This is an optimization exercise on Yosys and OpenROAD, whose aim is small area, a short achievable clock period and few clock cycles per item, not a production implementation. Where RTL was checked, it was by simulation tests only, not by an equivalence proof against the original. Power and IR drop assume default switching activity.

==> flow/design.v (excerpt) <==
module non_restoring_divider #(
    parameter DATA_WIDTH = 32
) (
    input  logic                    clk_i,
    input  logic                    clk_en_i,
    input  logic                    rst_n_i,
    input  logic [DATA_WIDTH - 1:0] dividend_i,
    input  logic [DATA_WIDTH - 1:0] divisor_i,
    input  logic                    data_valid_i,
    output logic [DATA_WIDTH - 1:0] quotient_o,
    output logic [DATA_WIDTH - 1:0] remainder_o,
    output logic                    divide_by_zero_o,
    output logic                    data_valid_o,
    output logic                    idle_o
);
Settings: LEC_CHECK=0, CAP_MARGIN=20, CORE_MARGIN=2, CORE_UTILIZATION=40, CTS_BUF_LIST=sky130_fd_sc_hd__clkbuf_8, SETUP_SLACK_MARGIN=3.1, SLEW_MARGIN=20; clock period 6.0 ns.
standard.sh (not shown) runs the stock make flow with config.mk's settings and CLKGATE_MAP_FILE= SYNTH_SCRIPT=/design/flow/synth_recipe.tcl, a recipe that flattens the netlist after the stock synthesis.
==> flow/flow/run.sh <==
#!/bin/bash
# Standard ORFS layout (the standard.sh), with small buffers on the
# ports instead of the default delay-cell buffers (repair may still upsize
# them). ORFS writes each step's log under orfs/logs; make's own output goes
# to standard.log here.
set -euo pipefail
export BUFFER_PORTS_ARGS="-buffer_cell sky130_fd_sc_hd__buf_1"

bash standard.sh > standard.log 2>&1
Change:
- SETUP_SLACK_MARGIN: 3.1 -> 2.9
Final area goes down by 4.9%.
First-iteration DRC count goes up by 9.6%.
Clock-buffer cell count stays the same.
Synthesized area stays the same.
Via count goes down by 3.7%.
Global-route usage hardly moves.
Power goes down by 1.4%.
Core utilization goes down by 2.5 points.
Setup slack got worse by 0.043 ns.
Routed wire length goes down by 2.6%.
Function was not checked in any run of this note: the RTL went through the layout flow alone.

========
## build 62
Another version of the RTL of non_restoring_divider (not shown whole).
Size: ~100 flip-flops, roughly 6500 µm² of cells after synthesis.
Settings: LEC_CHECK=0, CAP_MARGIN=20, CORE_MARGIN=2, CORE_UTILIZATION=40, SETUP_SLACK_MARGIN=3.5, SLEW_MARGIN=20; clock period 6.0 ns.
run.sh (not shown) runs the stock make flow with config.mk's settings and CLKGATE_MAP_FILE= SYNTH_SCRIPT=/design/flow/synth_recipe.tcl, a recipe that flattens the netlist after the stock synthesis.
Stock flow here: none of the scripts above is used.
Build 62 completed end to end with timing, DRC and antenna clean.
> inputs changed (build 62 -> build 42)
-- flow/config.mk --
<<< build 62, line 10
export CORE_UTILIZATION = 40
export SETUP_SLACK_MARGIN = 3.5
export SLEW_MARGIN = 20
>>> build 42, line 10
export CORE_UTILIZATION = 40
export SETUP_SLACK_MARGIN = 2.5
export SLEW_MARGIN = 20
Notes after the runs:
Build 42: no failed stages, no open violations at the end. For build 62, the worst setup path endpoint was rem_q[23], unlike build 42, where it was quo_q[24]. Of the two candidates, build 62 has the worse power and build 42 the better one. Build 62 → build 42: wire length after detailed routing has decreased; part of the power in the clock network has increased.
The following lists how build 1 was set up differently from build 42:
-- flow/config.mk --
<<< build 42, line 7
export LEC_CHECK = 0
export CAP_MARGIN = 20
>>> build 1, line 7
export LEC_CHECK = 0
export ABC_CLOCK_PERIOD_IN_PS = 3000
export CAP_MARGIN = 20
## What came out
- Reported for build 42 and build 1, first-iteration DRC count turned out identical to the last digit.
- Looking at build 42 and build 1, the quantity of I/O buffers inserted on ports is a wash.
- As far as die area goes, build 42 and build 1 are indistinguishable; the numbers are identical.
- Build 1 -> build 42: switching power delta 0, exact match
- From build 42 to build 1, horizontal die dimension did not move at all.
- Comparing build 1 against build 42, there is no change at all in final instance count without filler cells.
- Taking build 42 as the reference, in build 1 post-synth design cell area held, setup slack shows no meaningful change, number of nets in the synthesized netlist flat, via count now sits at about the same level, cell area after layout saw little to no change.
Inputs modified between build 1 and build 75:
-- flow/config.mk --
<<< build 1, line 7
export LEC_CHECK = 0
export ABC_CLOCK_PERIOD_IN_PS = 3000
export CAP_MARGIN = 20
>>> build 75, line 7
export LEC_CHECK = 0
export CAP_MARGIN = 20
<<< build 1, line 11
export CORE_UTILIZATION = 40
export SETUP_SLACK_MARGIN = 2.5
export SLEW_MARGIN = 20
>>> build 75, line 10
export CORE_UTILIZATION = 40
export SLEW_MARGIN = 20
Findings:
Re data arrival time of the critical path: build 75 is 0.73 ns up on build 1.
Relative to build 1, total detailed-routing wirelength has decreased by 1.1% in build 75.
Diff build 1 -> build 75 | clock share of power | increase of 0.2 points
Build 75 | stages: all done | timing, DRC, antenna: all pass
Delta (build 75 minus build 1): combinational power share went down by 0.6 points, global-route wire length before repair decreased about 1%.
Compared to build 1, build 75 has worst reg-to-reg setup slack 0.43 ns lower.
Summary — number of gates resized after CTS, build 75 relative to build 1: lower, by 12.
Relative slew slack on build 75 is behind build 1.
The non-clock buffer instance count of the final layout of build 75 is lower than that of build 1.
Re cell area: build 75 is about 2% down on build 1.
No functional check of the RTL was part of any run of this note.

========
The RTL this note starts from:
==> flow/design.v <==
module non_restoring_divider #(
    parameter DATA_WIDTH = 32
) (
    input  logic                    clk_i,
    input  logic                    clk_en_i,
    input  logic                    rst_n_i,
    input  logic [DATA_WIDTH - 1:0] dividend_i,
    input  logic [DATA_WIDTH - 1:0] divisor_i,
    input  logic                    data_valid_i,
    output logic [DATA_WIDTH - 1:0] quotient_o,
    output logic [DATA_WIDTH - 1:0] remainder_o,
    output logic                    divide_by_zero_o,
    output logic                    data_valid_o,
    output logic                    idle_o
);
    logic [31:0] divisor_q, rem_q, quo_q;
    logic [4:0]  cnt_q;
    logic        busy_q, valid_q, dbz_q;
    logic [1:0] skip;
    always_comb begin
        if      (|divisor_i[31:24]) skip = 2'd3;
        else if (|divisor_i[23:16]) skip = 2'd2;
        else if (|divisor_i[15:8])  skip = 2'd1;
        else                        skip = 2'd0;
    end
    logic [63:0] init;
    assign init = {32'b0, dividend_i} << {skip, 3'b000};
    logic [32:0] trial;
    logic [32:0] diff;
    logic        borrow;
    assign trial = {rem_q, quo_q[31]};
    assign {borrow, diff} = {1'b0, trial} - {2'b00, divisor_q};
    logic start;
    assign start = !busy_q && data_valid_i;
    always_ff @(posedge clk_i) begin
        if (!rst_n_i) begin
            busy_q  <= 1'b0;
            valid_q <= 1'b0;
        end else if (clk_en_i) begin
            valid_q <= busy_q && (cnt_q == 5'd0);
            if (busy_q)
                busy_q <= (cnt_q != 5'd0);
            else
                busy_q <= data_valid_i;
        end
    end
    always_ff @(posedge clk_i) begin
        if (clk_en_i) begin
            if (!busy_q) begin
                divisor_q      <= divisor_i;
                {rem_q, quo_q} <= init;
                cnt_q          <= {~skip, 3'b111};
                dbz_q          <= (divisor_i == 32'b0);
            end else if (busy_q) begin
                rem_q <= borrow ? trial[31:0] : diff[31:0];
                quo_q <= {quo_q[30:0], !borrow};
                cnt_q <= cnt_q - 5'd1;
            end
        end
    end
    assign quotient_o       = quo_q;
    assign remainder_o      = rem_q;
    assign divide_by_zero_o = dbz_q;
    assign data_valid_o     = valid_q;
    assign idle_o           = !busy_q;
endmodule
==> flow/config.mk <==
export PLATFORM = sky130hd
export DESIGN_NAME = non_restoring_divider
export DESIGN_NICKNAME = non_restoring_divider
export VERILOG_FILES = /design/flow/design.v
export SDC_FILE = /design/flow/constraint.sdc
export NUM_CORES = 4
export LEC_CHECK = 0
export CAP_MARGIN = 20
export CORE_MARGIN = 2
export CORE_UTILIZATION = 60
export SETUP_SLACK_MARGIN = 2.5
export SLEW_MARGIN = 20
==> flow/constraint.sdc <==
create_clock -name core_clock -period 6.0 [get_ports {clk_i}]
set_input_delay 1.2000 -clock core_clock [delete_from_list [all_inputs] [get_ports {clk_i}]]
set_output_delay 1.2000 -clock core_clock [all_outputs]
set_load 0.01 [all_outputs]
standard.sh (not shown) runs the stock make flow with config.mk's settings and CLKGATE_MAP_FILE= SYNTH_SCRIPT=/design/flow/synth_recipe.tcl, a recipe that flattens the netlist after the stock synthesis.
==> flow/flow/run.sh <==
#!/bin/bash
# Standard ORFS layout, but with small buffers on the ports instead of the
# default delay-cell buffers (repair may still upsize them).
set -euo pipefail
export BUFFER_PORTS_ARGS="-buffer_cell sky130_fd_sc_hd__buf_1"
bash standard.sh > standard.log 2>&1
Testbench counts at the start, summed over its fixed seeds: cycles 167,768, divisions 8,000.
==> next run, changes <==
- CORE_UTILIZATION: 60 -> 40
Result:
- synthesized area is unchanged
- hold slack is worse by 5.0 ps
- total power is higher by 9.2%
- via count is lower by about 4.3%
- critical path depth is lower by 2
- design area is higher by 2.1%
- maximum frequency is higher by about 1.8%
- utilization is lower by 23 points
- wire length is higher by about 2.4%

-- port drivers added, routing unchanged --
How much do the figures lean on ideal ports? The routed layouts below were timed once more, with nothing changed but the port constraints. Step 1 sets driving cells, clkbuf_16 on the clock port and buf_2 on the other inputs (assumed; they add their load-dependent delay and slew). Step 2 times the ports against the registers' clock, not the clock port: input delays grow and output delays shrink by t, the midpoint of the rising clock arrivals with the driver on. Slacks: ideal / step 1 / step 2; pairs: ideal / step 1.
run	shift t [ns]	slack for setup (ns)	hold WS [ns]	worst data-port slew with drivers (ns)	cell pins on the clock port's net
the first run of note 1	0.432	2.974 / 2.974 / 2.974	0.599 / 0.599 / 0.599	0.04	1
the second run of note 1	0.436	2.931 / 2.931 / 2.931	0.603 / 0.603 / 0.603	0.04	1
build 62	0.404	2.980 / 2.980 / 2.850	0.569 / 0.569 / 0.569	0.06	1
build 42	0.399	2.649 / 2.666 / 2.267	0.582 / 0.582 / 0.582	0.04	1
build 1	0.399	2.649 / 2.666 / 2.267	0.582 / 0.582 / 0.582	0.04	1
build 75	0.401	1.917 / 1.934 / 1.533	0.584 / 0.584 / 0.584	0.04	1
the first run of note 3	0.425	2.651 / 2.664 / 2.240	0.561 / 0.561 / 0.561	0.04	1
the second run of note 3	0.400	2.709 / 2.710 / 2.321	0.556 / 0.556 / 0.556	0.06	1
After both steps every run listed still meets setup and hold. For the first run of note 3, which loses most, drivers alone change the setup slack by +0.013 ns; drivers and shift together by -0.411 ns.
